This design comes from an exercise in tuning for small area, a short achievable clock period and few clock cycles per item on the open sky130 flow, not from production work.
No functional check of the RTL was part of any run shown here.
No activity file was given, so power comes from the tool's default toggle rates.

===== design.v =====
module mul24(input [23:0] a, input [23:0] a2, input [11:0] one, input [11:0] two, input [11:0] neg, input b23, input en, input [25:0] x0, input [25:0] x1, output [47:0] r0, output [47:0] r1);
wire [299:0] pv;
wire [25:0] ax = {1'b0, a, 1'b0};
wire [25:0] ax2 = {1'b0, a2, 1'b0};
wire [23:0] pl = a & {24{b23}};
wire [11:0] nn = ~neg & {12{en}};
wire t1, t2;
wire t3, t4;
wire t5, t6;
wire t7, t8;
wire t9, t10;
wire t11, t12;
wire t13, t14;
wire t15, t16;
wire t17, t18;
wire t19, t20;
wire t21, t22;
wire t23, t24;
wire t25, t26;
wire t27, t28;
wire t29, t30;
wire t31, t32;
wire t33, t34;
wire t35, t36;
wire t37, t38;
wire t39, t40;
wire t41, t42;
wire t43, t44;
wire t45, t46;
wire t47, t48;
wire t49, t50;
wire t51, t52;
wire t53, t54;
wire t55, t56;
wire t57, t58;
wire t59, t60;
wire t61, t62;
wire t63, t64;
wire t65, t66;
wire t67, t68;
wire t69, t70;
wire t71, t72;
wire t73, t74;
wire t75, t76;
wire t77, t78;
wire t79, t80;
wire t81, t82;
wire t83, t84;
wire t85, t86;
wire t87, t88;
wire t89, t90;
wire t91, t92;
wire t93, t94;
wire t95, t96;
wire t97, t98;
wire t99, t100;
wire t101, t102;
wire t103, t104;
wire t105, t106;
wire t107, t108;
wire t109, t110;
wire t111, t112;
wire t113, t114;
wire t115, t116;
wire t117, t118;
wire t119, t120;
wire t121, t122;
wire t123, t124;
wire t125, t126;
wire t127, t128;
wire t129, t130;
wire t131, t132;
wire t133, t134;
wire t135, t136;
wire t137, t138;
wire t139, t140;
wire t141, t142;
wire t143, t144;
wire t145, t146;
wire t147, t148;
wire t149, t150;
wire t151, t152;
wire t153, t154;
wire t155, t156;
wire t157, t158;
wire t159, t160;
wire t161, t162;
wire t163, t164;
wire t165, t166;
wire t167, t168;
wire t169, t170;
wire t171, t172;
wire t173, t174;
wire t175, t176;
wire t177, t178;
wire t179, t180;
wire t181, t182;
wire t183, t184;
wire t185, t186;
wire t187, t188;
wire t189, t190;
wire t191, t192;
wire t193, t194;
wire t195, t196;
wire t197, t198;
wire t199, t200;
wire t201, t202;
wire t203, t204;
wire t205, t206;
wire t207, t208;
wire t209, t210;
wire t211, t212;
wire t213, t214;
wire t215, t216;
wire t217, t218;
wire t219, t220;
wire t221, t222;
wire t223, t224;
wire t225, t226;
wire t227, t228;
wire t229, t230;
wire t231, t232;
wire t233, t234;
wire t235, t236;
wire t237, t238;
wire t239, t240;
wire t241, t242;
wire t243, t244;
wire t245, t246;
wire t247, t248;
wire t249, t250;
wire t251, t252;
wire t253, t254;
wire t255, t256;
wire t257, t258;
wire t259, t260;
wire t261, t262;
wire t263, t264;
wire t265, t266;
wire t267, t268;
wire t269, t270;
wire t271, t272;
wire t273, t274;
wire t275, t276;
wire t277, t278;
wire t279, t280;
wire t281, t282;
wire t283, t284;
wire t285, t286;
wire t287, t288;
wire t289, t290;
wire t291, t292;
wire t293, t294;
wire t295, t296;
wire t297, t298;
wire t299, t300;
wire t301, t302;
wire t303, t304;
wire t305, t306;
wire t307, t308;
wire t309, t310;
wire t311, t312;
wire t313, t314;
wire t315, t316;
wire t317, t318;
wire t319, t320;
wire t321, t322;
wire t323, t324;
wire t325, t326;
wire t327, t328;
wire t329, t330;
wire t331, t332;
wire t333, t334;
wire t335, t336;
wire t337, t338;
wire t339, t340;
wire t341, t342;
wire t343, t344;
wire t345, t346;
wire t347, t348;
wire t349, t350;
wire t351, t352;
wire t353, t354;
wire t355, t356;
wire t357, t358;
wire t359, t360;
wire t361, t362;
wire t363, t364;
wire t365, t366;
wire t367, t368;
wire t369, t370;
wire t371, t372;
wire t373, t374;
wire t375, t376;
wire t377, t378;
wire t379, t380;
wire t381, t382;
wire t383, t384;
wire t385, t386;
wire t387, t388;
wire t389, t390;
wire t391, t392;
wire t393, t394;
wire t395, t396;
wire t397, t398;
wire t399, t400;
wire t401, t402;
wire t403, t404;
wire t405, t406;
wire t407, t408;
wire t409, t410;
wire t411, t412;
wire t413, t414;
wire t415, t416;
wire t417, t418;
wire t419, t420;
wire t421, t422;
wire t423, t424;
wire t425, t426;
wire t427, t428;
wire t429, t430;
wire t431, t432;
wire t433, t434;
wire t435, t436;
wire t437, t438;
wire t439, t440;
wire t441, t442;
wire t443, t444;
wire t445, t446;
wire t447, t448;
wire t449, t450;
wire t451, t452;
wire t453, t454;
wire t455, t456;
wire t457, t458;
wire t459, t460;
wire t461, t462;
wire t463, t464;
wire t465, t466;
wire t467, t468;
wire t469, t470;
wire t471, t472;
wire t473, t474;
wire t475, t476;
wire t477, t478;
wire t479, t480;
wire t481, t482;
wire t483, t484;
wire t485, t486;
wire t487, t488;
wire t489, t490;
wire t491, t492;
wire t493, t494;
wire t495, t496;
wire t497, t498;
wire t499, t500;
wire t501, t502;
wire t503, t504;
wire t505, t506;
wire t507, t508;
wire t509, t510;
wire t511, t512;
wire t513, t514;
wire t515, t516;
wire t517, t518;
wire t519, t520;
wire t521, t522;
wire t523, t524;
wire t525, t526;
wire t527, t528;
wire t529, t530;
wire t531, t532;
wire t533, t534;
wire t535, t536;
wire t537, t538;
wire t539, t540;
wire t541, t542;
wire t543, t544;
wire t545, t546;
wire t547, t548;
wire t549, t550;
wire t551, t552;
wire t553, t554;
wire t555, t556;
wire t557, t558;
wire t559, t560;
wire t561, t562;
wire t563, t564;
wire t565, t566;
wire t567, t568;
wire t569, t570;
wire t571, t572;
wire t573, t574;
wire t575, t576;
wire t577, t578;
wire t579, t580;
wire t581, t582;
wire t583, t584;
wire t585, t586;
wire t587, t588;
wire t589, t590;
wire t591, t592;
genvar gi, gj;
generate for (gi = 0; gi < 6; gi = gi + 1) begin : g_pp
  for (gj = 0; gj < 25; gj = gj + 1) begin : g_j
    bpp u(one[gi], two[gi], neg[gi], ax2[gj+1], ax2[gj], pv[gi*25+gj]);
  end
end endgenerate
generate for (gi = 6; gi < 12; gi = gi + 1) begin : g_pq
  for (gj = 0; gj < 25; gj = gj + 1) begin : g_j
    bpp u(one[gi], two[gi], neg[gi], ax[gj+1], ax[gj], pv[gi*25+gj]);
  end
end endgenerate
ha2 ut1(neg[8], pv[16], t1, t2);
ha2 ut3(pv[17], pv[40], t3, t4);
fa3 ut5(neg[9], pv[18], pv[41], t5, t6);
ha2 ut7(pv[64], pv[87], t7, t8);
fa3 ut9(pv[19], pv[42], pv[65], t9, t10);
ha2 ut11(pv[88], pv[111], t11, t12);
fa3 ut13(neg[10], pv[20], pv[43], t13, t14);
fa3 ut15(pv[66], pv[89], pv[112], t15, t16);
ha2 ut17(pv[135], pv[158], t17, t18);
fa3 ut19(pv[21], pv[44], pv[67], t19, t20);
fa3 ut21(pv[90], pv[113], pv[136], t21, t22);
ha2 ut23(pv[159], pv[182], t23, t24);
fa3 ut25(neg[11], pv[22], pv[45], t25, t26);
fa3 ut27(pv[68], pv[91], pv[114], t27, t28);
fa3 ut29(pv[137], pv[160], pv[183], t29, t30);
ha2 ut31(pv[206], pv[229], t31, t32);
fa3 ut33(pv[23], pv[46], pv[69], t33, t34);
fa3 ut35(pv[92], pv[115], pv[138], t35, t36);
fa3 ut37(pv[161], pv[184], pv[207], t37, t38);
ha2 ut39(pv[230], pv[253], t39, t40);
fa3 ut41(pl[0], pv[24], pv[47], t41, t42);
fa3 ut43(pv[70], pv[93], pv[116], t43, t44);
fa3 ut45(pv[139], pv[162], pv[185], t45, t46);
fa3 ut47(pv[208], pv[231], pv[254], t47, t48);
fa3 ut49(pl[1], neg[0], pv[48], t49, t50);
fa3 ut51(pv[71], pv[94], pv[117], t51, t52);
fa3 ut53(pv[140], pv[163], pv[186], t53, t54);
fa3 ut55(pv[209], pv[232], pv[255], t55, t56);
fa3 ut57(pl[2], neg[0], pv[49], t57, t58);
fa3 ut59(pv[72], pv[95], pv[118], t59, t60);
fa3 ut61(pv[141], pv[164], pv[187], t61, t62);
fa3 ut63(pv[210], pv[233], pv[256], t63, t64);
fa3 ut65(pl[3], nn[0], nn[1], t65, t66);
fa3 ut67(pv[73], pv[96], pv[119], t67, t68);
fa3 ut69(pv[142], pv[165], pv[188], t69, t70);
fa3 ut71(pv[211], pv[234], pv[257], t71, t72);
fa3 ut73(en, pl[4], pv[74], t73, t74);
fa3 ut75(pv[97], pv[120], pv[143], t75, t76);
fa3 ut77(pv[166], pv[189], pv[212], t77, t78);
ha2 ut79(pv[235], pv[258], t79, t80);
fa3 ut81(pl[5], nn[2], pv[98], t81, t82);
fa3 ut83(pv[121], pv[144], pv[167], t83, t84);
fa3 ut85(pv[190], pv[213], pv[236], t85, t86);
fa3 ut87(en, pl[6], pv[99], t87, t88);
fa3 ut89(pv[122], pv[145], pv[168], t89, t90);
ha2 ut91(pv[191], pv[214], t91, t92);
fa3 ut93(pl[7], nn[3], pv[123], t93, t94);
fa3 ut95(pv[146], pv[169], pv[192], t95, t96);
fa3 ut97(en, pl[8], pv[124], t97, t98);
ha2 ut99(pv[147], pv[170], t99, t100);
fa3 ut101(pl[9], nn[4], pv[148], t101, t102);
ha2 ut103(en, pl[10], t103, t104);
ha2 ut105(neg[5], pv[10], t105, t106);
ha2 ut107(pv[11], pv[34], t107, t108);
fa3 ut109(neg[6], pv[12], pv[35], t109, t110);
ha2 ut111(pv[58], pv[81], t111, t112);
fa3 ut113(pv[13], pv[36], pv[59], t113, t114);
ha2 ut115(pv[82], pv[105], t115, t116);
fa3 ut117(neg[7], pv[14], pv[37], t117, t118);
fa3 ut119(pv[60], pv[83], pv[106], t119, t120);
ha2 ut121(pv[129], pv[152], t121, t122);
fa3 ut123(pv[15], pv[38], pv[61], t123, t124);
fa3 ut125(pv[84], pv[107], pv[130], t125, t126);
ha2 ut127(pv[153], pv[176], t127, t128);
fa3 ut129(pv[39], pv[62], pv[85], t129, t130);
fa3 ut131(pv[108], pv[131], pv[154], t131, t132);
fa3 ut133(pv[177], pv[200], t1, t133, t134);
fa3 ut135(pv[63], pv[86], pv[109], t135, t136);
fa3 ut137(pv[132], pv[155], pv[178], t137, t138);
fa3 ut139(pv[201], t2, t3, t139, t140);
fa3 ut141(pv[110], pv[133], pv[156], t141, t142);
fa3 ut143(pv[179], pv[202], pv[225], t143, t144);
fa3 ut145(t4, t7, t5, t145, t146);
fa3 ut147(pv[134], pv[157], pv[180], t147, t148);
fa3 ut149(pv[203], pv[226], t8, t149, t150);
fa3 ut151(t11, t6, t9, t151, t152);
fa3 ut153(pv[181], pv[204], pv[227], t153, t154);
fa3 ut155(pv[250], t12, t17, t155, t156);
fa3 ut157(t10, t13, t15, t157, t158);
fa3 ut159(pv[205], pv[228], pv[251], t159, t160);
fa3 ut161(t18, t23, t14, t161, t162);
fa3 ut163(t16, t19, t21, t163, t164);
fa3 ut165(pv[252], pv[275], t24, t165, t166);
fa3 ut167(t31, t20, t22, t167, t168);
fa3 ut169(t25, t27, t29, t169, t170);
fa3 ut171(pv[276], t32, t39, t171, t172);
fa3 ut173(t26, t28, t30, t173, t174);
fa3 ut175(t33, t35, t37, t175, t176);
fa3 ut177(pv[277], t40, t34, t177, t178);
fa3 ut179(t36, t38, t41, t179, t180);
fa3 ut181(t43, t45, t47, t181, t182);
fa3 ut183(pv[278], t42, t44, t183, t184);
fa3 ut185(t46, t48, t49, t185, t186);
fa3 ut187(t51, t53, t55, t187, t188);
fa3 ut189(pv[279], t50, t52, t189, t190);
fa3 ut191(t54, t56, t57, t191, t192);
fa3 ut193(t59, t61, t63, t193, t194);
fa3 ut195(pv[280], t58, t60, t195, t196);
fa3 ut197(t62, t64, t65, t197, t198);
fa3 ut199(t67, t69, t71, t199, t200);
fa3 ut201(pv[281], t79, t66, t201, t202);
fa3 ut203(t68, t70, t72, t203, t204);
fa3 ut205(t73, t75, t77, t205, t206);
fa3 ut207(pv[259], pv[282], t80, t207, t208);
fa3 ut209(t74, t76, t78, t209, t210);
fa3 ut211(t81, t83, t85, t211, t212);
fa3 ut213(pv[237], pv[260], pv[283], t213, t214);
fa3 ut215(t91, t82, t84, t215, t216);
fa3 ut217(t86, t87, t89, t217, t218);
fa3 ut219(pv[215], pv[238], pv[261], t219, t220);
fa3 ut221(pv[284], t92, t88, t221, t222);
fa3 ut223(t90, t93, t95, t223, t224);
fa3 ut225(pv[193], pv[216], pv[239], t225, t226);
fa3 ut227(pv[262], pv[285], t99, t227, t228);
fa3 ut229(t94, t96, t97, t229, t230);
fa3 ut231(pv[171], pv[194], pv[217], t231, t232);
fa3 ut233(pv[240], pv[263], pv[286], t233, t234);
fa3 ut235(t100, t98, t101, t235, t236);
fa3 ut237(pv[149], pv[172], pv[195], t237, t238);
fa3 ut239(pv[218], pv[241], pv[264], t239, t240);
fa3 ut241(pv[287], t103, t102, t241, t242);
fa3 ut243(pl[11], nn[5], pv[173], t243, t244);
fa3 ut245(pv[196], pv[219], pv[242], t245, t246);
fa3 ut247(pv[265], pv[288], t104, t247, t248);
fa3 ut249(en, pl[12], pv[174], t249, t250);
fa3 ut251(pv[197], pv[220], pv[243], t251, t252);
ha2 ut253(pv[266], pv[289], t253, t254);
fa3 ut255(pl[13], nn[6], pv[198], t255, t256);
fa3 ut257(pv[221], pv[244], pv[267], t257, t258);
fa3 ut259(en, pl[14], pv[199], t259, t260);
ha2 ut261(pv[222], pv[245], t261, t262);
fa3 ut263(pl[15], nn[7], pv[223], t263, t264);
ha2 ut265(en, pl[16], t265, t266);
ha2 ut267(neg[3], pv[6], t267, t268);
ha2 ut269(pv[7], pv[30], t269, t270);
fa3 ut271(neg[4], pv[8], pv[31], t271, t272);
ha2 ut273(pv[54], pv[77], t273, t274);
fa3 ut275(pv[9], pv[32], pv[55], t275, t276);
ha2 ut277(pv[78], pv[101], t277, t278);
fa3 ut279(pv[33], pv[56], pv[79], t279, t280);
fa3 ut281(pv[102], pv[125], t105, t281, t282);
fa3 ut283(pv[57], pv[80], pv[103], t283, t284);
fa3 ut285(pv[126], t106, t107, t285, t286);
fa3 ut287(pv[104], pv[127], pv[150], t287, t288);
fa3 ut289(t108, t111, t109, t289, t290);
fa3 ut291(pv[128], pv[151], t112, t291, t292);
fa3 ut293(t115, t110, t113, t293, t294);
fa3 ut295(pv[175], t116, t121, t295, t296);
fa3 ut297(t114, t117, t119, t297, t298);
fa3 ut299(t122, t127, t118, t299, t300);
fa3 ut301(t120, t123, t125, t301, t302);
fa3 ut303(t128, t124, t126, t303, t304);
fa3 ut305(t129, t131, t133, t305, t306);
fa3 ut307(t130, t132, t135, t307, t308);
fa3 ut309(t137, t134, t139, t309, t310);
fa3 ut311(t136, t138, t141, t311, t312);
fa3 ut313(t143, t140, t145, t313, t314);
fa3 ut315(t142, t144, t147, t315, t316);
fa3 ut317(t149, t146, t151, t317, t318);
fa3 ut319(t148, t153, t150, t319, t320);
fa3 ut321(t155, t152, t157, t321, t322);
fa3 ut323(t154, t159, t156, t323, t324);
fa3 ut325(t161, t158, t163, t325, t326);
fa3 ut327(t160, t165, t162, t327, t328);
fa3 ut329(t167, t164, t169, t329, t330);
fa3 ut331(t166, t171, t168, t331, t332);
fa3 ut333(t170, t173, t175, t333, t334);
fa3 ut335(t172, t174, t177, t335, t336);
fa3 ut337(t176, t179, t181, t337, t338);
fa3 ut339(t178, t180, t183, t339, t340);
fa3 ut341(t182, t185, t187, t341, t342);
fa3 ut343(t184, t186, t189, t343, t344);
fa3 ut345(t188, t191, t193, t345, t346);
fa3 ut347(t190, t192, t195, t347, t348);
fa3 ut349(t194, t197, t199, t349, t350);
fa3 ut351(t196, t198, t201, t351, t352);
fa3 ut353(t200, t203, t205, t353, t354);
fa3 ut355(t207, t202, t204, t355, t356);
fa3 ut357(t209, t206, t211, t357, t358);
fa3 ut359(t213, t208, t210, t359, t360);
fa3 ut361(t215, t212, t217, t361, t362);
fa3 ut363(t214, t219, t216, t363, t364);
fa3 ut365(t221, t218, t223, t365, t366);
fa3 ut367(t220, t225, t222, t367, t368);
fa3 ut369(t227, t224, t229, t369, t370);
fa3 ut371(t226, t231, t233, t371, t372);
fa3 ut373(t228, t230, t235, t373, t374);
fa3 ut375(t232, t234, t237, t375, t376);
fa3 ut377(t239, t236, t241, t377, t378);
fa3 ut379(t238, t240, t243, t379, t380);
fa3 ut381(t245, t247, t242, t381, t382);
fa3 ut383(t253, t244, t246, t383, t384);
fa3 ut385(t248, t249, t251, t385, t386);
fa3 ut387(pv[290], t254, t250, t387, t388);
fa3 ut389(t252, t255, t257, t389, t390);
fa3 ut391(pv[268], pv[291], t261, t391, t392);
fa3 ut393(t256, t258, t259, t393, t394);
fa3 ut395(pv[246], pv[269], pv[292], t395, t396);
fa3 ut397(t262, t260, t263, t397, t398);
fa3 ut399(pv[224], pv[247], pv[270], t399, t400);
fa3 ut401(pv[293], t265, t264, t401, t402);
fa3 ut403(pl[17], nn[8], pv[248], t403, t404);
fa3 ut405(pv[271], pv[294], t266, t405, t406);
fa3 ut407(en, pl[18], pv[249], t407, t408);
ha2 ut409(pv[272], pv[295], t409, t410);
fa3 ut411(pl[19], nn[9], pv[273], t411, t412);
ha2 ut413(en, pl[20], t413, t414);
ha2 ut415(neg[2], pv[4], t415, t416);
ha2 ut417(pv[5], pv[28], t417, t418);
fa3 ut419(pv[29], pv[52], pv[75], t419, t420);
fa3 ut421(pv[53], pv[76], t268, t421, t422);
fa3 ut423(pv[100], t270, t273, t423, t424);
fa3 ut425(t274, t277, t272, t425, t426);
fa3 ut427(t278, t276, t279, t427, t428);
fa3 ut429(t280, t283, t282, t429, t430);
fa3 ut431(t284, t287, t286, t431, t432);
fa3 ut433(t288, t291, t290, t433, t434);
fa3 ut435(t292, t295, t294, t435, t436);
fa3 ut437(t296, t299, t298, t437, t438);
fa3 ut439(t300, t303, t302, t439, t440);
fa3 ut441(t304, t307, t306, t441, t442);
fa3 ut443(t308, t311, t310, t443, t444);
fa3 ut445(t312, t315, t314, t445, t446);
fa3 ut447(t316, t319, t318, t447, t448);
fa3 ut449(t320, t323, t322, t449, t450);
fa3 ut451(t324, t327, t326, t451, t452);
fa3 ut453(t328, t331, t330, t453, t454);
fa3 ut455(t332, t335, t334, t455, t456);
fa3 ut457(t336, t339, t338, t457, t458);
fa3 ut459(t340, t343, t342, t459, t460);
fa3 ut461(t344, t347, t346, t461, t462);
fa3 ut463(t348, t351, t350, t463, t464);
fa3 ut465(t352, t355, t354, t465, t466);
fa3 ut467(t356, t359, t358, t467, t468);
fa3 ut469(t360, t363, t362, t469, t470);
fa3 ut471(t364, t367, t366, t471, t472);
fa3 ut473(t371, t368, t370, t473, t474);
fa3 ut475(t372, t375, t374, t475, t476);
fa3 ut477(t376, t379, t381, t477, t478);
fa3 ut479(t380, t383, t385, t479, t480);
fa3 ut481(t384, t387, t386, t481, t482);
fa3 ut483(t388, t391, t390, t483, t484);
fa3 ut485(t395, t392, t394, t485, t486);
fa3 ut487(t396, t399, t398, t487, t488);
fa3 ut489(t400, t403, t405, t489, t490);
fa3 ut491(t409, t404, t406, t491, t492);
fa3 ut493(pv[296], t410, t408, t493, t494);
fa3 ut495(pv[274], pv[297], t413, t495, t496);
fa3 ut497(pl[21], nn[10], pv[298], t497, t498);
ha2 ut499(en, pl[22], t499, t500);
ha2 ut501(neg[1], pv[2], t501, t502);
ha2 ut503(pv[3], pv[26], t503, t504);
fa3 ut505(pv[27], pv[50], t415, t505, t506);
fa3 ut507(pv[51], t416, t417, t507, t508);
fa3 ut509(t418, t267, t419, t509, t510);
fa3 ut511(t269, t420, t421, t511, t512);
fa3 ut513(t271, t422, t423, t513, t514);
fa3 ut515(t275, t424, t425, t515, t516);
fa3 ut517(t426, t281, t427, t517, t518);
fa3 ut519(t285, t428, t429, t519, t520);
fa3 ut521(t289, t430, t431, t521, t522);
fa3 ut523(t293, t432, t433, t523, t524);
fa3 ut525(t297, t434, t435, t525, t526);
fa3 ut527(t301, t436, t437, t527, t528);
fa3 ut529(t305, t438, t439, t529, t530);
fa3 ut531(t309, t440, t441, t531, t532);
fa3 ut533(t313, t442, t443, t533, t534);
fa3 ut535(t317, t444, t445, t535, t536);
fa3 ut537(t321, t446, t447, t537, t538);
fa3 ut539(t325, t448, t449, t539, t540);
fa3 ut541(t329, t450, t451, t541, t542);
fa3 ut543(t333, t452, t453, t543, t544);
fa3 ut545(t337, t454, t455, t545, t546);
fa3 ut547(t341, t456, t457, t547, t548);
fa3 ut549(t345, t458, t459, t549, t550);
fa3 ut551(t349, t460, t461, t551, t552);
fa3 ut553(t353, t462, t463, t553, t554);
fa3 ut555(t357, t464, t465, t555, t556);
fa3 ut557(t361, t466, t467, t557, t558);
fa3 ut559(t365, t468, t469, t559, t560);
fa3 ut561(t369, t470, t471, t561, t562);
fa3 ut563(t373, t472, t473, t563, t564);
fa3 ut565(t377, t474, t475, t565, t566);
fa3 ut567(t378, t476, t477, t567, t568);
fa3 ut569(t382, t479, t478, t569, t570);
fa3 ut571(t389, t480, t481, t571, t572);
fa3 ut573(t393, t482, t483, t573, t574);
fa3 ut575(t397, t484, t485, t575, t576);
fa3 ut577(t401, t486, t487, t577, t578);
fa3 ut579(t402, t489, t488, t579, t580);
fa3 ut581(t407, t490, t491, t581, t582);
fa3 ut583(t411, t492, t493, t583, t584);
fa3 ut585(t412, t495, t494, t585, t586);
fa3 ut587(t414, t497, t496, t587, t588);
fa3 ut589(pv[299], t499, t498, t589, t590);
fa3 ut591(pl[23], nn[11], t500, t591, t592);
assign r0 = {t590, t588, t586, t584, t582, t580, t578, t576, t574, t572, t570, t568, t566, t564, t562, t560, t558, t556, t554, t552, t550, t548, t546, t544, t542, t540, t538, t536, t534, t532, t530, t528, t526, t524, t522, t520, t518, t516, t514, t512, t510, t508, t506, t504, t502, t501, pv[1], neg[0]} | {x0, 22'd0};
assign r1 = {t591, t589, t587, t585, t583, t581, t579, t577, t575, t573, t571, t569, t567, t565, t563, t561, t559, t557, t555, t553, t551, t549, t547, t545, t543, t541, t539, t537, t535, t533, t531, t529, t527, t525, t523, t521, t519, t517, t515, t513, t511, t509, t507, t505, t503, pv[25], 1'b0, pv[0]} | {x1, 22'd0};
endmodule
module fa3(input a, input b, input c, output s, output co);
assign s = a ^ b ^ c;
assign co = (a & b) | (a & c) | (b & c);
endmodule
module bpp(input one, input two, input neg, input x, input xl, output p);
assign p = ((one & x) | (two & xl)) ^ neg;
endmodule
module ha2(input a, input b, output s, output co);
assign s = a ^ b;
assign co = a & b;
endmodule
module FPU(
input [31:0] Data1,
input [31:0] Data2,
input Clock,
input Reset,
input In_Data_Valid,
input Op,
output reg [31:0] Data_Out,
output reg Out_Data_Valid
);
reg [31:0] a0;
reg [31:23] b0;
reg [23:0] ab0;
reg mz2_0, andz0;
reg [11:0] one0, two0, neg0;
reg b23_0, ha0;
reg op0;
wire [25:0] be = {1'b0, |Data2[30:23], Data2[22:0], 1'b0};
integer i;
reg [2:0] vp;
always @(posedge Clock) begin
	a0 <= Data1;
	b0 <= Data2[31:23];
	op0 <= Op;
	ha0 <= |Data1[30:23];
	ab0 <= Op ? {|Data1[30:23], Data1[22:0]} : {|Data2[30:23], Data2[22:0]};
	mz2_0 <= ~|Data2[22:0];
	andz0 <= ~|(Data1[30:0] & Data2[30:0]);
	b23_0 <= Op & (|Data2[30:23]);
	for (i = 0; i < 12; i = i + 1) begin
		one0[i] <= Op & (be[2*i+1] ^ be[2*i]);
		two0[i] <= Op & ((be[2*i+2] & ~be[2*i+1] & ~be[2*i]) | (~be[2*i+2] & be[2*i+1] & be[2*i]));
		neg0[i] <= Op & be[2*i+2];
	end
end
always @(posedge Clock)
if (Reset) begin
	vp <= 3'd0;
	Out_Data_Valid <= 1'b0;
end else begin
	vp <= {vp[1:0], In_Data_Valid};
	Out_Data_Valid <= vp[2];
end
wire s1 = a0[31];
wire s2 = b0[31];
wire [7:0] e1 = a0[30:23];
wire [7:0] e2 = b0[30:23];
wire [23:0] MA = {ha0, a0[22:0]};
wire [23:0] MB = ab0;    
wire addm = ~op0;
wire swap = {e2, ab0[22:0]} > a0[30:0];
wire ge = e1 >= e2;
wire [7:0] d = ge ? (e1 - e2) : (e2 - e1);
wire [7:0] eL = ge ? e1 : e2;
wire [23:0] ML = swap ? MB : {|e1, a0[22:0]};
wire [23:0] MSe = ge ? MB : {|e1, a0[22:0]};
wire [23:0] MS0 = swap ? {|e1, a0[22:0]} : MB;
wire sub = addm & (s1 ^ s2);
wire [23:0] MSs = (op0 || d > 8'd23) ? 24'd0 : ((d == 8'd0) ? MS0 : (MSe >> d[4:0]));
wire [47:0] A0 = {1'b0, ML & {24{addm}}, sub, 22'd0};
wire [47:0] A1 = {sub, MSs ^ {24{sub}}, sub, 22'd0};
wire [47:0] r0, r1;
mul24 mul(.a(MA), .a2(ab0), .one(one0), .two(two0), .neg(neg0), .b23(b23_0), .en(op0),
	.x0(A0[47:22]), .x1(A1[47:22]), .r0(r0), .r1(r1));
wire [9:0] expm = {2'b00, e1} + {2'b00, e2} - 10'd127;
wire [9:0] base = op0 ? expm : {2'b00, eL};
wire [9:0] thr = base - 10'd254;
wire ff1 = &e1;
wire ff2 = &e2;
wire mz1 = ~|a0[22:0];
wire mz2 = mz2_0;
wire z1 = ~|a0[30:0];
wire z2 = ~|e2 & mz2_0;
wire nan = (ff1 & ~mz1) | (ff2 & ~mz2);
wire inf1 = ff1 & mz1;
wire inf2 = ff2 & mz2;
wire efa = nan | (inf1 & inf2 & (s1 ^ s2));
wire efm = nan | (z1 & inf2) | (z2 & inf1);
wire [9:0] bp = base + 10'd1;
reg [47:0] row0, row1;
reg [7:0] bp1;
reg men1, negx1;
reg thrv1, thrge1;
reg op1, sg1, ef1, nzand1, andz1;
always @(posedge Clock) begin
	row0 <= r0;
	row1 <= r1;
	bp1 <= bp[7:0];
	men1 <= ~bp[9] & (bp <= 10'd24);
	negx1 <= bp[9];
	thrv1 <= ~thr[9] & (thr <= 10'd24);
	thrge1 <= ~thr[9] & (thr >= 10'd25);
	op1 <= op0;
	sg1 <= op0 ? (s1 ^ s2) : (swap ? s2 : s1);
	ef1 <= op0 ? efm : efa;
	nzand1 <= ~z1 & ~z2;
	andz1 <= andz0;
end
wire [47:0] X = row0 + row1;
reg [47:0] X2;
reg [7:0] bp2;
reg [24:0] mask2;
reg negx2;
reg thrv2, thrge2;
reg op2, sg2, ef2, nzand2, andz2;
always @(posedge Clock) begin
	X2 <= X;
	bp2 <= bp1;
	mask2 <= men1 ? (25'h1000000 >> bp1[4:0]) : 25'd0;
	negx2 <= negx1;
	thrv2 <= thrv1;
	thrge2 <= thrge1;
	op2 <= op1;
	sg2 <= sg1;
	ef2 <= ef1;
	nzand2 <= nzand1;
	andz2 <= andz1;
end
wire negx = negx2;
wire [24:0] mask = mask2;
wire [31:0] lzin32 = {X2[47:23] | mask, 7'h7f};
wire [31:0] lz_z0 = ~lzin32;
wire [15:0] lz_z1;
wire [15:0] lz_c1;
assign lz_z1[0] = lz_z0[1] & lz_z0[0];
assign lz_c1[0] = lz_z0[1];
assign lz_z1[1] = lz_z0[3] & lz_z0[2];
assign lz_c1[1] = lz_z0[3];
assign lz_z1[2] = lz_z0[5] & lz_z0[4];
assign lz_c1[2] = lz_z0[5];
assign lz_z1[3] = lz_z0[7] & lz_z0[6];
assign lz_c1[3] = lz_z0[7];
assign lz_z1[4] = lz_z0[9] & lz_z0[8];
assign lz_c1[4] = lz_z0[9];
assign lz_z1[5] = lz_z0[11] & lz_z0[10];
assign lz_c1[5] = lz_z0[11];
assign lz_z1[6] = lz_z0[13] & lz_z0[12];
assign lz_c1[6] = lz_z0[13];
assign lz_z1[7] = lz_z0[15] & lz_z0[14];
assign lz_c1[7] = lz_z0[15];
assign lz_z1[8] = lz_z0[17] & lz_z0[16];
assign lz_c1[8] = lz_z0[17];
assign lz_z1[9] = lz_z0[19] & lz_z0[18];
assign lz_c1[9] = lz_z0[19];
assign lz_z1[10] = lz_z0[21] & lz_z0[20];
assign lz_c1[10] = lz_z0[21];
assign lz_z1[11] = lz_z0[23] & lz_z0[22];
assign lz_c1[11] = lz_z0[23];
assign lz_z1[12] = lz_z0[25] & lz_z0[24];
assign lz_c1[12] = lz_z0[25];
assign lz_z1[13] = lz_z0[27] & lz_z0[26];
assign lz_c1[13] = lz_z0[27];
assign lz_z1[14] = lz_z0[29] & lz_z0[28];
assign lz_c1[14] = lz_z0[29];
assign lz_z1[15] = lz_z0[31] & lz_z0[30];
assign lz_c1[15] = lz_z0[31];
wire [7:0] lz_z2;
wire [15:0] lz_c2;
assign lz_z2[0] = lz_z1[1] & lz_z1[0];
assign lz_c2[1:0] = lz_z1[1] ? {1'b1, lz_c1[0:0]} : {1'b0, lz_c1[1:1]};
assign lz_z2[1] = lz_z1[3] & lz_z1[2];
assign lz_c2[3:2] = lz_z1[3] ? {1'b1, lz_c1[2:2]} : {1'b0, lz_c1[3:3]};
assign lz_z2[2] = lz_z1[5] & lz_z1[4];
assign lz_c2[5:4] = lz_z1[5] ? {1'b1, lz_c1[4:4]} : {1'b0, lz_c1[5:5]};
assign lz_z2[3] = lz_z1[7] & lz_z1[6];
assign lz_c2[7:6] = lz_z1[7] ? {1'b1, lz_c1[6:6]} : {1'b0, lz_c1[7:7]};
assign lz_z2[4] = lz_z1[9] & lz_z1[8];
assign lz_c2[9:8] = lz_z1[9] ? {1'b1, lz_c1[8:8]} : {1'b0, lz_c1[9:9]};
assign lz_z2[5] = lz_z1[11] & lz_z1[10];
assign lz_c2[11:10] = lz_z1[11] ? {1'b1, lz_c1[10:10]} : {1'b0, lz_c1[11:11]};
assign lz_z2[6] = lz_z1[13] & lz_z1[12];
assign lz_c2[13:12] = lz_z1[13] ? {1'b1, lz_c1[12:12]} : {1'b0, lz_c1[13:13]};
assign lz_z2[7] = lz_z1[15] & lz_z1[14];
assign lz_c2[15:14] = lz_z1[15] ? {1'b1, lz_c1[14:14]} : {1'b0, lz_c1[15:15]};
wire [3:0] lz_z3;
wire [11:0] lz_c3;
assign lz_z3[0] = lz_z2[1] & lz_z2[0];
assign lz_c3[2:0] = lz_z2[1] ? {1'b1, lz_c2[1:0]} : {1'b0, lz_c2[3:2]};
assign lz_z3[1] = lz_z2[3] & lz_z2[2];
assign lz_c3[5:3] = lz_z2[3] ? {1'b1, lz_c2[5:4]} : {1'b0, lz_c2[7:6]};
assign lz_z3[2] = lz_z2[5] & lz_z2[4];
assign lz_c3[8:6] = lz_z2[5] ? {1'b1, lz_c2[9:8]} : {1'b0, lz_c2[11:10]};
assign lz_z3[3] = lz_z2[7] & lz_z2[6];
assign lz_c3[11:9] = lz_z2[7] ? {1'b1, lz_c2[13:12]} : {1'b0, lz_c2[15:14]};
wire [1:0] lz_z4;
wire [7:0] lz_c4;
assign lz_z4[0] = lz_z3[1] & lz_z3[0];
assign lz_c4[3:0] = lz_z3[1] ? {1'b1, lz_c3[2:0]} : {1'b0, lz_c3[5:3]};
assign lz_z4[1] = lz_z3[3] & lz_z3[2];
assign lz_c4[7:4] = lz_z3[3] ? {1'b1, lz_c3[8:6]} : {1'b0, lz_c3[11:9]};
wire [0:0] lz_z5;
wire [4:0] lz_c5;
assign lz_z5[0] = lz_z4[1] & lz_z4[0];
assign lz_c5[4:0] = lz_z4[1] ? {1'b1, lz_c4[3:0]} : {1'b0, lz_c4[7:4]};
wire [4:0] cnt = lz_c5;
wire zeroM = ~|X2[47:23];
wire [46:0] q0 = X2[46:0];
wire [46:0] q1 = cnt[4] ? {q0[30:0], 16'd0} : q0;
wire [46:0] q2 = cnt[3] ? {q1[38:0], 8'd0} : q1;
wire [46:0] q3 = cnt[2] ? {q2[42:0], 4'd0} : q2;
wire [46:0] q4 = cnt[1] ? {q3[44:0], 2'd0} : q3;
wire [46:0] shl = cnt[0] ? {q4[45:0], 1'd0} : q4;
wire [7:0] et = bp2 - {3'd0, cnt};
wire [4:0] thr5 = bp2[4:0] + 5'd1;
wire [24:0] therm = ~(25'h0ffffff >> thr5);
wire OFm = thrge2 | (thrv2 & (|(X2[47:23] & therm)));
wire bp255 = (bp2 == 8'd255);
wire OFa = zeroM ? bp255 : ((bp255 & X2[47]) | ((bp2 == 8'd0) & ~X2[47] & X2[46]));
wire OF = op2 ? OFm : OFa;
wire zero25 = ~|lzin32[31:7];
wire [22:0] mres = (OF || negx || zero25 || (op2 && andz2)) ? 23'd0 : shl[46:24];
wire [7:0] eres = OF ? 8'hFF :
                  (op2 ? ((nzand2 && !negx) ? et : 8'd0)
                       : (zeroM ? 8'd0 : et));
always @(posedge Clock)
	Data_Out <= ef2 ? 32'hFFFFFFFF : {sg2, eres, mres};
endmodule

===== flow/run.sh =====
#!/bin/bash
set -euo pipefail
bash standard.sh SETUP_SLACK_MARGIN=11.0 'BUFFER_PORTS_ARGS=-buffer_cell sky130_fd_sc_hd__buf_1' finish > standard.log 2>&1

===== standard.sh =====
#!/bin/bash
# synth_recipe.tcl (not shown) runs the flow's synth.tcl, then flattens the netlist and writes it again
# the make line also repeats each setting of config.mk as NAME=value (left out here)
make -C /OpenROAD-flow-scripts/flow DESIGN_CONFIG=/design/flow/config.mk WORK_HOME=/design/flow/orfs CLKGATE_MAP_FILE= SYNTH_SCRIPT=/design/flow/synth_recipe.tcl "${@:-finish}"

===== config.mk =====
export PLATFORM = sky130hd
export DESIGN_NAME = FPU
export DESIGN_NICKNAME = FPU
export VERILOG_FILES = /design/flow/design.v
export SDC_FILE = /design/flow/constraint.sdc
export NUM_CORES = 8
export LEC_CHECK = 0
export CAP_MARGIN = 20
export CORE_MARGIN = 2
export CORE_UTILIZATION = 62
export CTS_CLUSTER_DIAMETER = 120
export CTS_CLUSTER_SIZE = 28
export PLACE_DENSITY = 0.7
export SLEW_MARGIN = 20
export SYNTH_HIERARCHICAL = 1
export SYNTH_MINIMUM_KEEP_SIZE = 0
export TNS_END_PERCENT = 5

===== constraint.sdc =====
create_clock -name core_clock -period 15.0 [get_ports {Clock}]
set_input_delay 3.0000 -clock core_clock [delete_from_list [all_inputs] [get_ports {Clock}]]
set_output_delay 3.0000 -clock core_clock [all_outputs]
set_load 0.01 [all_outputs]

==> results of run 1 <==
-- cell usage in the layout, fill, tap and decap left out, types with 11 or more instances in the layout --
master and n:
and2_1 51, dfxtp_1 310, dfxtp_4 16, xnor2_1 363, o21ai_0 119, buf_1 69
nand2_1 128, a211oi_1 27, nand2b_1 16, dfxtp_2 17, a22oi_2 301, or2_2 56
nor4_1 30, nand4_1 25, a21boi_0 16, inv_1 81, buf_2 29, nand3_1 46
fa_1 268, a221oi_1 11, o211ai_1 22, a21oi_1 105, nand3b_1 12, a21o_1 27
mux2_2 27, buf_6 14, mux2i_1 147, conb_1 26, mux4_2 24, nor3_1 43
a31oi_1 16, nor2b_1 45, and2_2 20, xor2_1 39, ha_1 141, a22oi_1 21
o31ai_1 17, nor2_1 136, buf_4 97, clkbuf_16 17
-- logic make-up after synthesis --
| family | Yosys count | synth area share [%] |
|---|---|---|
| flops | 343 | 21.9 |
| mux | 202 | 7.50 |
| compound gates | 776 | 21.8 |
| xor+xnor | 402 | 11.2 |
| simple gates | 666 | 11.1 |
| buf+inv | 217 | 3.38 |
| fa+ha+maj | 418 | 23.1 |
| other cells | 2 | 0.0239 |
-- state kept, by name, indices dropped and copies added, names as in the netlist, 3 cells and up --
signal and count:
Data_Out 32, vp 3, one0 12, X2 48, a0 32, row1 48
ab0 24, b0 9, mask2 25, bp1 8, bp2 8, row0 48
two0 12, neg0 12
-- cell type report --
cell class	count	area (sq um)	share of cell area (%)
clock inverter	6	87.6	0.257
multi-input combinational	2493	24000	70.4
antenna	5	12.5	0.0367
inverter	85	327	0.958
tap	672	841	2.47
sequential	343	6950	20.4
clock buffer	19	443	1.30
timing repair buffer	216	1450	4.25
-- layer usage --
layer | track usage (%) | share of wire [%]
met1 | 50.6 | 37
met2 | 63.8 | 45
met3 | 9.18 | 11
met4 | 21.9 | 6.4
met5 | 0 | 0.022
-- path summary, 6_finish.rpt --
path	start	to	slack, ps	depth (start not counted)
max	two0[7]	row1[30]	10840	9
min	bp1[7]	bp2[7]	320	0
max reg2reg	two0[7]	row1[30]	10840	9
min reg2reg	bp1[7]	bp2[7]	320	0
-- Yosys stat by module (local to each module, per instance) --
module	flops+latches	cells	copies in the design
fa3	0	1	264
ha2	0	1	32
mul24	0	136	1
bpp	0	2	300
FPU	343	1994	1
-- metrics by stage --
stage | std cells | instance area (sq um) | worst slack (ps) | util (%) | hold slack, ps
after floorplan | 3050 | 31500 | 10960 | - | 310
after global placement | 3774 | 32700 | 9760 | 65.2 | 312
after detailed placement | 3774 | 32700 | 9660 | 65.2 | 312
after CTS | 3821 | 33700 | 10960 | 67.3 | 334
after global routing | 3834 | 34100 | 10840 | 68.1 | 342
final | 3839 | 34100 | 10840 | 68.1 | 325
-- power groups by stage --
stage,logic (uW),clock network (uW),registers (uW)
global placement,3900,0,1490
floorplan,2770,0,1460
detailed placement,3990,0,1490
CTS,4040,567,1470
global route,4470,595,1490
finish,4200,559,1470
-- critical path, delay by kind of cell, from the launching register on --
kind,cells,cell delay (ps)
adders and majority gates,5,2660
buffers and inverters,1,430
DFF,1,320
and+or+nand+nor,1,320
xor gates and xnor gates,1,170
AOI/OAI and AO/OA,1,110
-- timing repair --
action,CTS,global route
hold buffers,0,0
buffers inserted,17,12
cloned,5,1
pin swaps,11,8
setup endpoints to repair,121,81
gates resized for setup,105,54
==> key figures, run 1 <==
Clock tree
  • Number of clock buffers inserted by TritonCTS: 17
  • CTS Buffer Depth: 3
  • CTS tree: yes
  • H-tree levels: 1
  • Root buffer selected by CTS: clkbuf_16
  • Clock Sinks: 343
  • Clock latency (worst-skew pair): 560 ps
  • Clock transition at the registers of the reported paths: 110 ps

Worst setup path
  • Most frequent CP cell: fa_1
  • Element type at the critical path end: flop
  • Worst setup path category: reg -> reg
  • Arrival time at the worst endpoint: 4600 ps
  • Worst-path cell with the longest stage delay: fa_1
  • Delay of the slowest critical-path stage: 610 ps
  • Cell-by-cell trace of the critical path: buf_4 > a22oi_2 > xnor2_1 > fa_1 > fa_1 > fa_1 > fa_1 > fa_1 > or2_2
  • Max Fanout on Critical Path: 25
  • Kind of start point of the critical path: flop
  • Required time at the endpoint of the critical path: 15,450 ps

Floorplan
  • Overall die area: 52,500 sq um
  • Total number of placement rows: 82
  • DIE WIDTH: approximately 230 um
  • Initial core utilization: ~63%
  • Height of the die: 229 um
  • Number of top-level design ports: 101
  • Placeable core area: 50,100 sq um

Yosys
  • Most used standard cell by instance count after synthesis: xnor2_1
  • Register area share after synthesis: roughly 22%
  • Top post-synthesis cells by area: dfxtp_1 22%, fa_1 17%, a22oi_2 12%
  • Post-synthesis average cell area: slightly above 10 sq um
  • Top post-synthesis cells by count: 363 x xnor2_1, 343 x dfxtp_1, 300 x a22oi_2
  • Yosys reg bits: 343
  • Portion of synthesized cell area occupied by the leading cell type: between 20% and 30%
  • Count of mapped cells out of synthesis: 3,026
  • Share of synthesized registers carrying an async set or reset: 0%
  • Count of flip-flops with a built-in enable after synthesis: 0
  • Total of warnings raised by yosys: 7
  • Post-synth top area cell: dfxtp_1
  • Number of different library cells in the post-synthesis netlist: 86
  • Main synth FF type: dfxtp_1
  • Area of the mapped netlist: 31,400 sq um

Outcome
  • Outcome: finished clean

Drt
  • Drt pass-1 iters: 6
  • Total routed wirelength: 107 mm
  • Routed WL per cell: 27.9 um
  • Vias/cell: 6.82
  • Number of DRC violations after detailed-routing iteration 0: 2,837
  • Number of remaining DRC errors: 0
  • Vias after detailed routing: 26,200
  • Antenna-violating nets left: 0

STA
  • Period utilisation layout: 27.7%
  • Post-Route Skew: approximately 25 ps
  • Final setup violation count: 0
  • Final count of pins violating max slew: 0
  • Final min period: approximately 4200 ps
  • Unrepaired setup endpoints after global routing: true
  • Total Neg Setup Slack: 0 ps
  • Worst slew margin: 36.0%
  • Tightest Pin Transition: around 950 ps
  • Achievable frequency: 241 MHz
  • Final Hold Fails: 0

Power and ir drop
  • Overall power of the completed layout: ~6200 uW
  • Worst supply voltage drop on vdd: 0.157 mV
  • Part of the total power dissipated in the clock network: 9.0%
  • Switching Share: between 40 and 50%
  • Switch Pwr: 2960 uW
  • Total internal power: 3270 uW
  • Comb pwr share: roughly 67%
  • Cell area power density: 183 nW/um^2
  • Share of power burned in registers: 23.6%
  • Leakage Power: approximately 0.013 uW

Place
  • Detailed Place HPWL: 74.8 mm
  • Number of port buffers: 100
  • Gp weighted congestion: ~1

Job
  • Number of max-capacitance violations reported: 0

Cells and area
  • Fraction of final layout cells sized beyond drive strength 1: 22.5%
  • Final-stage net count: 3,642
  • Area delta synth->final: 8.52%
  • Filler Cell Count: around 4,000

Global route
  • Global-route wire length before repair: 161 mm
  • Total congestion overflow after global routing: 0
  • Largest net degree at the start of global routing: 62
  • Initial antenna violation count: 5
  • GRT Util Overall: 40.1%
  • Via count of the first global-routing pass: 26,700

Worst hold path
  • Hold Crit Class: reg -> reg
==> inputs of run 2 (changes only) <==
==> flow/run.sh (replaced) <==
#!/bin/bash
set -euo pipefail
bash standard.sh SETUP_SLACK_MARGIN=10.9 'BUFFER_PORTS_ARGS=-buffer_cell sky130_fd_sc_hd__buf_1' finish > standard.log 2>&1
==> key figures, run 2 <==
Place
  • Gp weighted congestion: 1.01 (+0.74%)
  • Number of port buffers: 100 (unchanged)
  • Detailed Place HPWL: 73.7 mm (-1.5%)

Floorplan
  • Height of the die: 229 um (unchanged)
  • Overall die area: 52,500 sq um (unchanged)
  • DIE WIDTH: 229 um (unchanged)
  • Placeable core area: 50,100 sq um (unchanged)
  • Number of top-level design ports: 101 (unchanged)
  • Total number of placement rows: 82 (unchanged)
  • Initial core utilization: 62.7% (unchanged)

Drt
  • Vias after detailed routing: 25,900 (-1.2%)
  • DRT met1 WL: 40.3 mm (+0.71%)
  • Vias/cell: 6.75 (-1.1%)
  • Highest routed layer: met5
  • Number of DRC violations after detailed-routing iteration 0: 2,980 (+5.0%)
  • Antenna-violating nets left: 0 (unchanged)
  • Met3 routed WL: 11.4 mm (-3.8%)
  • Drt pass-1 iters: 7 (+1)
  • Number of remaining DRC errors: 0 (unchanged)
  • Met2 WL: 47.2 mm (-2.6%)
  • Routed WL per cell: 27.5 um (-1.7%)
  • Total routed wirelength: 105 mm (-1.8%)

Clock tree
  • Clock transition at the registers of the reported paths: 110 ps (about the same)
  • Number of clock buffers inserted by TritonCTS: 17 (unchanged)
  • Root buffer selected by CTS: clkbuf_16
  • Clock Sinks: 343 (unchanged)
  • Clock latency (worst-skew pair): 560 ps (about the same)
  • H-tree levels: 1 (unchanged)
  • CTS Buffer Depth: 3 (unchanged)
  • Hold bufs inserted after CTS: 0 (unchanged)
  • CTS tree: yes

Power and ir drop
  • Share of power burned in registers: 23.6% (about the same)
  • Worst supply voltage drop on vdd: 0.141 mV (-9.7%)
  • Switching Share: 47.3% (-0.19 points)
  • Leakage Power: 0.0127 uW (-1.2%)
  • Part of the total power dissipated in the clock network: 8.7% (-0.3 points)
  • Cell area power density: 181 nW/um^2 (-1.1%)
  • Total internal power: 3220 uW (-1.5%)
  • Comb pwr share: 67.7% (+0.3 points)
  • Switch Pwr: 2890 uW (-2.2%)
  • Overall power of the completed layout: 6110 uW (-1.8%)

Worst setup path
  • Element type at the critical path end: flop
  • Max Fanout on Critical Path: 25 (unchanged)
  • Kind of start point of the critical path: flop
  • Worst-path cell with the longest stage delay: fa_1
  • Required time at the endpoint of the critical path: 15,440 ps (about the same)
  • Worst setup path category: reg -> reg
  • Arrival time at the worst endpoint: 4570 ps (-30 ps)
  • Most frequent CP cell: fa_1
  • Delay of the slowest critical-path stage: 550 ps (-60 ps)
  • Cell-by-cell trace of the critical path: buf_4 > a22oi_2 > xnor2_1 > fa_1 > fa_1 > fa_1 > fa_1 > fa_1 > or2_2

Yosys
  • Share of synthesized registers carrying an async set or reset: 0% (unchanged)
  • Post-synthesis average cell area: 10.4 sq um (unchanged)
  • Total of warnings raised by yosys: 7 (unchanged)
  • Count of mapped cells out of synthesis: 3,026 (unchanged)
  • Post-synth top area cell: dfxtp_1
  • Number of different library cells in the post-synthesis netlist: 86 (unchanged)
  • Register area share after synthesis: 21.9% (unchanged)
  • Top post-synthesis cells by count: 363 x xnor2_1, 343 x dfxtp_1, 300 x a22oi_2
  • Portion of synthesized cell area occupied by the leading cell type: 21.9% (unchanged)
  • Most used standard cell by instance count after synthesis: xnor2_1
  • Count of flip-flops with a built-in enable after synthesis: 0 (unchanged)
  • Main synth FF type: dfxtp_1
  • Top post-synthesis cells by area: dfxtp_1 22%, fa_1 17%, a22oi_2 12%
  • Area of the mapped netlist: 31,400 sq um (unchanged)
  • Yosys reg bits: 343 (unchanged)

Cells and area
  • Final-stage net count: 3,642 (unchanged)
  • Registers with the most flip-flops: X2: 48 flops, row0: 48 flops, row1: 48 flops
  • Final Util: 67.6% (-0.52 points)
  • Commonest cells after routing, fill and taps aside: 363 x xnor2_1, 328 x dfxtp_1, 301 x a22oi_2
  • Area delta synth->final: 7.70%
  • Fraction of final layout cells sized beyond drive strength 1: 20.8% (-1.8 points)
  • Most common cell after layout, fill and taps aside: xnor2_1

STA
  • Tightest Pin Transition: 1010 ps (+60.8 ps)
  • Final Hold Fails: 0 (unchanged)
  • Total Neg Setup Slack: 0 ps (unchanged)
  • Post-Route Skew: 31.4 ps (+6.21 ps)
  • Period utilisation layout: 27.5% (-0.22 points)
  • Final count of pins violating max slew: 0 (unchanged)
  • Unrepaired setup endpoints after global routing: true
  • Worst slew margin: 32.5% (-3.6 points)
  • Final setup violation count: 0 (unchanged)
  • Final min period: 4120 ps (-33.6 ps)
  • Achievable frequency: 242 MHz (+0.81%)

Global route
  • Via count of the first global-routing pass: 26,100 (-2.4%)
  • Initial antenna violation count: 3 (-2)
  • Largest net degree at the start of global routing: 52 (-16%)
  • Global-route wire length before repair: 159 mm (-1.5%)
  • Total congestion overflow after global routing: 0 (unchanged)
  • GRT Util Overall: 39.3% (-0.74 points)

Worst hold path
  • Hold Crit Class: reg -> reg

Outcome
  • Outcome: finished clean

Job
  • Number of max-capacitance violations reported: 0 (unchanged)
run 2: cell count changes in the layout (fill, tap and decap cells not counted), moves of 3 or more:
cell,delta
mux2i_1,+3
dfxtp_2,-4
buf_6,-5
buf_2,-28
dfxtp_4,-14
dfxtp_1,+18
buf_1,+30
buf_4,+5
run 2: cells by family after synthesis:
logic type / share of synthesized area, %
XOR/XNOR: 11.2
adder cells (fa/ha/maj): 23.1
flip-flops: 21.9
multiplexers: 7.50
AND/OR/NAND/NOR: 11.1
AO/OA/AOI/OAI: 21.8
buffers and inverters: 3.38
other: 0.0239
run 2: critical path, delay by kind of cell, from the launching register on:
family          cells  cell delay [ps]
compound gates      1              170
xor+xnor            1              220
fa+ha+maj           5             2450
buf+inv             1              470
flops               1              330
simple gates        1              320
run 2: metrics by stage:
stage | cell area (sq um) | hold WS, ps | instances | setup WS, ps
detailed placement | 32700 | 312 | 3786 | 9670
CTS | 33400 | 335 | 3816 | 10800
global placement | 32700 | 312 | 3786 | 9710
floorplan | 31500 | 310 | 3050 | 10890
global route | 33800 | 343 | 3831 | 10750
finish | 33800 | 336 | 3835 | 10880
run 2: final cells by class:
cell class / count / area [sq um]
Multi-Input combinational cell: 2493 / 23900
Fill cell: 3994 / 16200
Sequential cell: 343 / 6890
Timing Repair Buffer: 216 / 1340
Tap cell: 672 / 841
Clock buffer: 17 / 425
Inverter: 85 / 324
Clock inverter: 5 / 70.1
Antenna cell: 4 / 10.0
run 2: power by group through the flow:
stage | logic (uW) | registers [uW] | clock network (uW)
2_1_floorplan | 2780 | 1460 | 0
3_3_place_gp | 3930 | 1460 | 0
3_5_place_dp | 3990 | 1460 | 0
4_1_cts | 4020 | 1440 | 537
5_1_grt | 4440 | 1460 | 573
6_report | 4140 | 1440 | 532
run 2: layer usage:
metal / vias to the layer above / track usage (%)
li1: 11100 / -
met1: 12600 / 50.3
met2: 1728 / 62.1
met3: 433 / 8.63
met4: 4 / 21.7
met5: - / 0
run 2: modules after synthesis (local to each module, per instance):
module,times used,cells,flip-flops and latches,area [sq um]
fa3,264,1,0,20.0
ha2,32,1,0,12.5
mul24,1,136,0,936
FPU,1,1994,343,18400
bpp,300,2,0,21.3
run 2: final timing paths:
kind	from	to	slack, ps	cells past startpoint
worst max-delay path	one0[10]	row1[28]	10880	9
worst min-delay path	andz1	andz2	340	0
worst max register to register	one0[10]	row1[28]	10880	9
worst min register to register	andz1	andz2	340	0
run 2: repair_timing:
action	CTS	global route
pin swaps	5	11
gates resized for setup	35	55
hold endpoints to repair	0	0
setup endpoints to repair	85	64
cloned	2	4
buffers inserted	6	11
==> inputs of run 3 (changes only) <==
--- a/config.mk
+++ b/config.mk
@@ -9,6 +9,6 @@
 export CORE_MARGIN = 2
-export CORE_UTILIZATION = 62
-export CTS_CLUSTER_DIAMETER = 120
-export CTS_CLUSTER_SIZE = 28
-export PLACE_DENSITY = 0.7
+export CORE_UTILIZATION = 60
+export CTS_CLUSTER_DIAMETER = 110
+export CTS_CLUSTER_SIZE = 30
+export PLACE_DENSITY = 0.68
 export SLEW_MARGIN = 20
==> key figures, run 3 <==
Drt
  • Drt pass-1 iters: 5 (-2)
  • Number of remaining DRC errors: 0 (unchanged)
  • Met2 WL: 47.3 mm (+0.28%)
  • Met3 routed WL: 10.9 mm (-5.0%)
  • Routed WL per cell: 27.7 um (+0.88%)
  • Antenna-violating nets left: 0 (unchanged)
  • Number of DRC violations after detailed-routing iteration 0: 2,565 (-14%)
  • Vias/cell: 6.76 (about the same)
  • Vias after detailed routing: 26,000 (+0.31%)
  • DRT met1 WL: 41.3 mm (+2.4%)
  • Total routed wirelength: 106 mm (+1.1%)
  • Highest routed layer: met5

STA
  • Tightest Pin Transition: 923 ps (-88.2 ps)
  • Achievable frequency: 241 MHz (-0.71%)
  • Worst slew margin: 37.9% (+5.4 points)
  • Final setup violation count: 0 (unchanged)
  • Final min period: 4150 ps (+29.4 ps)
  • Post-Route Skew: 14.9 ps (-16.5 ps)
  • Total Neg Setup Slack: 0 ps (unchanged)
  • Final Hold Fails: 0 (unchanged)
  • Final count of pins violating max slew: 0 (unchanged)
  • Unrepaired setup endpoints after global routing: true
  • Period utilisation layout: 27.7% (+0.20 points)

Yosys
  • Share of synthesized registers carrying an async set or reset: 0% (unchanged)
  • Main synth FF type: dfxtp_1
  • Top post-synthesis cells by area: dfxtp_1 22%, fa_1 17%, a22oi_2 12%
  • Most used standard cell by instance count after synthesis: xnor2_1
  • Register area share after synthesis: 21.9% (unchanged)
  • Post-synth top area cell: dfxtp_1
  • Total of warnings raised by yosys: 7 (unchanged)
  • Count of flip-flops with a built-in enable after synthesis: 0 (unchanged)
  • Number of different library cells in the post-synthesis netlist: 86 (unchanged)
  • Top post-synthesis cells by count: 363 x xnor2_1, 343 x dfxtp_1, 300 x a22oi_2
  • Post-synthesis average cell area: 10.4 sq um (unchanged)
  • Yosys reg bits: 343 (unchanged)
  • Count of mapped cells out of synthesis: 3,026 (unchanged)
  • Portion of synthesized cell area occupied by the leading cell type: 21.9% (unchanged)
  • Area of the mapped netlist: 31,400 sq um (unchanged)

Power and ir drop
  • Comb pwr share: 67.6% (about the same)
  • Worst supply voltage drop on vdd: 0.174 mV (+23%)
  • Switching Share: 47.5% (+0.24 points)
  • Part of the total power dissipated in the clock network: 9.0% (+0.3 points)
  • Share of power burned in registers: 23.5% (about the same)
  • Cell area power density: 182 nW/um^2 (+0.83%)
  • Switch Pwr: 2930 uW (+1.4%)
  • Total internal power: 3230 uW (+0.40%)
  • Leakage Power: 0.0127 uW (about the same)

Cells and area
  • Most common cell after layout, fill and taps aside: xnor2_1
  • Commonest cells after routing, fill and taps aside: 363 x xnor2_1, 325 x dfxtp_1, 301 x a22oi_2
  • Registers with the most flip-flops: X2: 48 flops, row0: 48 flops, row1: 48 flops
  • Final-stage net count: 3,639 (-0.082%)
  • Post-route insts no fill: 3,843 (+0.21%)
  • Area delta synth->final: 7.72% (about the same)
  • Fraction of final layout cells sized beyond drive strength 1: 20.9% (+0.13 points)
  • Filler Cell Count: 4,170 (+4.4%)

Worst setup path
  • Worst r2r path cells: 9 (unchanged)
  • Kind of start point of the critical path: flop
  • Most frequent CP cell: fa_1
  • Worst-path cell with the longest stage delay: fa_1
  • Required time at the endpoint of the critical path: 15,450 ps (about the same)
  • Max Fanout on Critical Path: 19 (-24%)
  • Element type at the critical path end: flop
  • Worst setup path startpoint: a0[8]
  • Worst reg2reg setup slack: 10,850 ps (-30 ps)
  • Kind of cell adding the most delay to the critical path: adder cells
  • Launch instance of the worst register-to-register path: a0[8]
  • Worst setup path category: reg -> reg
  • Destination of the worst register-to-register timing path: row1[27]
  • Arrival time at the worst endpoint: 4600 ps (+30 ps)
  • Cell-by-cell trace of the critical path: buf_4 > a22oi_2 > xnor2_1 > fa_1 > fa_1 > fa_1 > fa_1 > fa_1 > or2_2
  • Crit path buf inv count: 1 (unchanged)
  • Delay of the slowest critical-path stage: 620 ps (+70 ps)

Floorplan
  • Total number of placement rows: 83 (+1.2%)
  • DIE WIDTH: 233 um (+1.6%)
  • Initial core utilization: 61.0% (-1.8 points)
  • Overall die area: 54,200 sq um (+3.3%)
  • Placeable core area: 51,500 sq um (+2.9%)
  • Number of top-level design ports: 101 (unchanged)
  • Height of the die: 233 um (+1.6%)

Clock tree
  • Clock latency (worst-skew pair): 560 ps (about the same)
  • Clock Sinks: 343 (unchanged)
  • CTS Buffer Depth: 3 (unchanged)
  • CTS tree: yes
  • Root buffer selected by CTS: clkbuf_16
  • Number of clock buffers inserted by TritonCTS: 17 (unchanged)
  • Hold bufs inserted after CTS: 0 (unchanged)
  • Clock transition at the registers of the reported paths: 110 ps (about the same)
  • H-tree levels: 1 (unchanged)

Global route
  • Total congestion overflow after global routing: 0 (unchanged)
  • GRT Util Overall: 39.1% (-0.19 points)
  • Via count of the first global-routing pass: 26,800 (+2.6%)
  • Global-route wire length before repair: 161 mm (+1.4%)
  • Largest net degree at the start of global routing: 62 (+19%)
  • Initial antenna violation count: 6 (+3)

Place
  • Number of port buffers: 100 (unchanged)
  • Detailed Place HPWL: 75.6 mm (+2.6%)
  • Gp weighted congestion: 1.00 (-0.81%)
  • Number of instances in the placed design: 3,792 (+0.16%)

Worst hold path
  • Hold Crit Class: reg -> reg
  • Number of cells on the worst hold path: 0 (unchanged)
  • Hold path startpoint: negx1
  • Hold worst-path end: negx2

Job
  • Number of max-capacitance violations reported: 0 (unchanged)

Outcome
  • Outcome: finished clean
==> run 3: cell counts after synthesis <==
Identical to the previous run, type by type.
==> run 3: how the worst max path moves through the flow <==
| stage | to | slack, ps | depth (start not counted) |
|---|---|---|---|
| 6_report | row1[27] | 10850 | 9 |
| 3_3_place_gp | row1[30] | 9630 | 15 |
| 2_1_floorplan | row1[25] | 10890 | 8 |
| 5_1_grt | row1[30] | 10780 | 16 |
| 3_5_place_dp | row1[30] | 9540 | 15 |
| 4_1_cts | row1[30] | 10830 | 15 |
==> run 3: cells by family after synthesis <==
| logic type | after synthesis | share of synthesized area (%) |
|---|---|---|
| adder cells (fa/ha/maj) | 418 | 23.1 |
| other | 2 | 0.0239 |
| buffers and inverters | 217 | 3.38 |
| AO/OA/AOI/OAI | 776 | 21.8 |
| multiplexers | 202 | 7.50 |
| XOR/XNOR | 402 | 11.2 |
| AND/OR/NAND/NOR | 666 | 11.1 |
| flip-flops | 343 | 21.9 |
==> run 3: final cells by class <==
cell class / instances / area (sq um) / area share (%)
antenna: 4 / 10.0 / 0.0296
multi-input combinational: 2492 / 23900 / 70.6
clock inverter: 7 / 96.3 / 0.285
sequential: 343 / 6910 / 20.4
clock buffer: 18 / 429 / 1.27
tap: 680 / 851 / 2.51
timing repair buffer: 214 / 1320 / 3.91
inverter: 85 / 324 / 0.958
==> run 3: worst register-to-register path: stages (launching register included) <==
cell and delay [ps]:
dfxtp_1 330, buf_4 460, a22oi_2 190, xnor2_1 190
fa_1 510, fa_1 460, fa_1 510, fa_1 440
fa_1 620, or2_2 340
==> run 3: power by group through the flow <==
stage	Sequential [uW]	Clock, uW	Combinational, uW
after detailed placement	1460	0	4010
after global routing	1470	599	4470
after floorplan	1460	0	2780
final	1450	555	4160
after global placement	1460	0	3930
after CTS	1440	565	4040
==> run 3: what timing repair did <==
item	in CTS	in global routing
pin swaps	4	8
setup buffers	6	12
endpoints found under the hold margin	0	0
endpoints found under the setup margin	65	65
resized for setup	42	54
cloned	2	2
==> run 3: modules after synthesis, one instance, submodules excluded <==
module	flip-flops and latches	copies in the design
FPU	343	1
bpp	0	300
fa3	0	264
ha2	0	32
mul24	0	1
==> run 3: metrics by stage <==
stage	cell area (sq um)	power [uW]	util [%]	setup slack, ps	hold WS (ps)
2_1_floorplan	31500	4230	-	10890	310
3_3_place_gp	32700	5390	63.5	9630	310
3_5_place_dp	32700	5470	63.5	9540	312
4_1_cts	33500	6050	65.0	10830	334
5_1_grt	33800	6530	65.7	10780	347
6_report	33800	6170	65.7	10850	330
==> run 3: per-layer routing <==
metal	track usage [%]	up-vias
li1	-	11100
met1	49.5	12800
met2	60.8	1569
met3	9.80	465
met4	22.7	10
met5	0	-

[what the ideal ports hide]
Ports are ideal in the flow. The routed layouts listed here were re-timed in OpenROAD. Step 1 assumes that a clkbuf_16 drives the clock port and a buf_2 every other input. Step 2 adds t to the input delays and takes it off the output delays; t is the mean of the earliest and latest rising clock arrival at the registers after step 1. Input paths then give back, and output paths get back, about the clock's delay inside the block. Slacks: no drivers / after step 1 / after step 2; pairs: no drivers / after step 1.
run	shift t [ns]	setup slack, ns	clock arrival spread, ns	worst data-port slew with drivers (ns)	pins driven straight from the clock port
run 1	0.613	10.843 / 10.843 / 10.747	0.028 / 0.028	0.04	1
run 2	0.611	10.876 / 10.866 / 10.722	0.032 / 0.033	0.04	1
run 3	0.619	10.847 / 10.835 / 10.735	0.018 / 0.017	0.04	1
After both steps every run listed still meets setup and hold. The setup slack of run 2, which loses most, moves by -0.010 ns with the drivers and by -0.154 ns with both steps.
